This design comes from an exercise in tuning for small area on the open sky130 flow, not from production work. The RTL was checked by simulation tests, not by an equivalence proof against the original design. Power and IR drop assume default switching activity.

Setup of run 1:
// snake_game
module snake_game(clk,
						rst,
						btn_right,
						btn_left,
						btn_up,
						btn_down,
						h_sync,
						v_sync,
						vgaRed,
						vgaGreen,
						vgaBlue);
==> flow/config.mk <==
export PLATFORM = sky130hd
export DESIGN_NAME = snake_game
export DESIGN_NICKNAME = snake_game
export VERILOG_FILES = /design/flow/design.v
export SDC_FILE = /design/flow/constraint.sdc
export NUM_CORES = 4
export LEC_CHECK = 0
export CAP_MARGIN = 20
export CORE_MARGIN = 2
export CORE_UTILIZATION = 72
export CTS_CLUSTER_DIAMETER = 100
export CTS_CLUSTER_SIZE = 25
export SLEW_MARGIN = 20
export SYNTH_HIERARCHICAL = 1
export SYNTH_MINIMUM_KEEP_SIZE = 0
==> flow/constraint.sdc <==
create_clock -name core_clock -period 8.0 [get_ports {clk}]
set_input_delay 1.6000 -clock core_clock [delete_from_list [all_inputs] [get_ports {clk}]]
set_output_delay 1.6000 -clock core_clock [all_outputs]
set_load 0.01 [all_outputs]
run.sh (not shown) runs the stock make flow with config.mk's settings and CLKGATE_MAP_FILE= SYNTH_SCRIPT=/design/flow/synth_recipe.tcl, a recipe that flattens the netlist after the stock synthesis.
Setup changes, run 1 to run 2
# run 1
export LEC_CHECK = 0
export CAP_MARGIN = 20
export CORE_MARGIN = 2
export CORE_UTILIZATION = 72
export CTS_CLUSTER_DIAMETER = 100
export CTS_CLUSTER_SIZE = 25
export SLEW_MARGIN = 20
export SYNTH_HIERARCHICAL = 1
export SYNTH_MINIMUM_KEEP_SIZE = 0
create_clock -name core_clock -period 8.0 [get_ports {clk}]
# run 2
export LEC_CHECK = 0
export CAP_MARGIN = 20
export CORE_MARGIN = 2
export CORE_UTILIZATION = 60
export CTS_CLUSTER_DIAMETER = 100
export CTS_CLUSTER_SIZE = 28
export SLEW_MARGIN = 20
export SYNTH_HIERARCHICAL = 1
export SYNTH_MINIMUM_KEEP_SIZE = 0
create_clock -name core_clock -period 8.0 [get_ports {clk}]
Findings:
- Comparing run 1 and run 2, layout overhead on the synthesized area is higher on run 2.
- Against run 1 as the reference, run 2 delivers a lower count of clock-buffer cells in the layout.
- Per the comparison of run 2 with run 1, largest net degree at the start of global routing now sits higher; instance count after placement with tap cells included increased 68.
- Of run 1 and run 2, the lower placeable core region belongs to run 1.
- met3 routed wirelength ended up 660 um lower on run 2 than on run 1.
- Of run 1 and run 2, the lower smallest setup slack after layout belongs to run 1.
- Power consumption: run 2 vs run 1 down 0.061 mW
- When the final numbers for run 1 and run 2 were put side by side, the transition at the pin with the smallest max-transition slack turned out to be smaller in run 2.
- Going from run 1 to run 2, the global-route wire length before repair was found to have gone down by about 5%.
- Run 2 vs run 1, post-route core utilization went down by 13 points.
Here is what was changed in the inputs of run 3 compared with run 2.
# run 2
export LEC_CHECK = 0
export CAP_MARGIN = 20
export CORE_MARGIN = 2
export CORE_UTILIZATION = 60
export CTS_CLUSTER_DIAMETER = 100
export CTS_CLUSTER_SIZE = 28
export SLEW_MARGIN = 20
export SYNTH_HIERARCHICAL = 1
export SYNTH_MINIMUM_KEEP_SIZE = 0
create_clock -name core_clock -period 8.0 [get_ports {clk}]
# run 3
export LEC_CHECK = 0
export CAP_MARGIN = 20
export CORE_MARGIN = 2
export CORE_UTILIZATION = 60
export CTS_CLUSTER_DIAMETER = 100
export CTS_CLUSTER_SIZE = 25
export PLACE_DENSITY = 0.75
export SLEW_MARGIN = 20
export SYNTH_HIERARCHICAL = 1
export SYNTH_MINIMUM_KEEP_SIZE = 0
create_clock -name core_clock -period 8.0 [get_ports {clk}]
Findings:
Run 3: no failed stages, no open violations at the end
[run 3] routed wire length fell 2.3% relative to run 2
Relative to run 2, run 3 improves headroom to the max-slew limit.
Looking at final critical-path required period, run 3 sits 0.32 ns above run 2.
Going from run 2 to run 3, total met3 wirelength after detailed routing shrinks by 2.0%.
From run 2 to run 3 the numbers moved as follows: count of clock-buffer cells in the layout up 15%, part of the power in the clock network increased 0.6 points.
Going from run 2 to run 3, non-clock buffer total of the final layout shrank by a few percent.
Of run 3 and run 2, run 2 shows the lower first-pass GRT wire length, with run 3 above it.
Input changes introduced in run 4 (baseline for comparison: run 3):
# run 3
export LEC_CHECK = 0
export CAP_MARGIN = 20
export CORE_MARGIN = 2
export CORE_UTILIZATION = 60
export CTS_CLUSTER_DIAMETER = 100
export CTS_CLUSTER_SIZE = 25
export PLACE_DENSITY = 0.75
export SLEW_MARGIN = 20
export SYNTH_HIERARCHICAL = 1
export SYNTH_MINIMUM_KEEP_SIZE = 0
create_clock -name core_clock -period 8.0 [get_ports {clk}]
# run 4
export LEC_CHECK = 0
export CAP_MARGIN = 20
export CORE_MARGIN = 2
export CORE_UTILIZATION = 60
export CTS_CLUSTER_DIAMETER = 100
export CTS_CLUSTER_SIZE = 30
export SLEW_MARGIN = 20
export SYNTH_HIERARCHICAL = 1
export SYNTH_MINIMUM_KEEP_SIZE = 0
create_clock -name core_clock -period 8.0 [get_ports {clk}]
==> comparison <==
- There was hardly any difference in count of placed standard cells including taps between run 4 and run 3.
- Register-to-register slack is lower on run 3
- Summary of run 4 over run 3: proportion of power drawn by the clock network fell 1.2 points, first-pass GRT wire length about even.
- Critical path depth on run 4 is down relative to run 3.
- Post-placement cell area: run 3 vs run 4 — no meaningful difference

==> re-timing with driven ports <==
In the flow no input, the clock included, has a driving cell. The finished layouts below were timed again as built, in two steps.
Step 1, drivers: a clkbuf_16 drives clk and a buf_2 each remaining input, both assumed.
Step 2 adds t to the input delays and takes it off the output delays; t is the mean of the earliest and latest rising clock arrival at the registers after step 1. Input paths then give back, and output paths get back, about the clock's delay inside the block.
a / b / c = ideal / step 1 / step 2; a / b = the first two.
run | shift t [ns] | setup slack, ns | worst data-port slew with drivers (ns)
run 1 | 0.595 | 3.166 / 3.166 / 3.166 | 0.03
run 2 | 0.595 | 3.648 / 3.595 / 3.813 | 0.03
run 3 | 0.599 | 3.331 / 3.331 / 3.331 | 0.03
run 4 | 0.591 | 3.649 / 3.598 / 3.862 | 0.03
After both steps setup and hold are still met in every run listed.
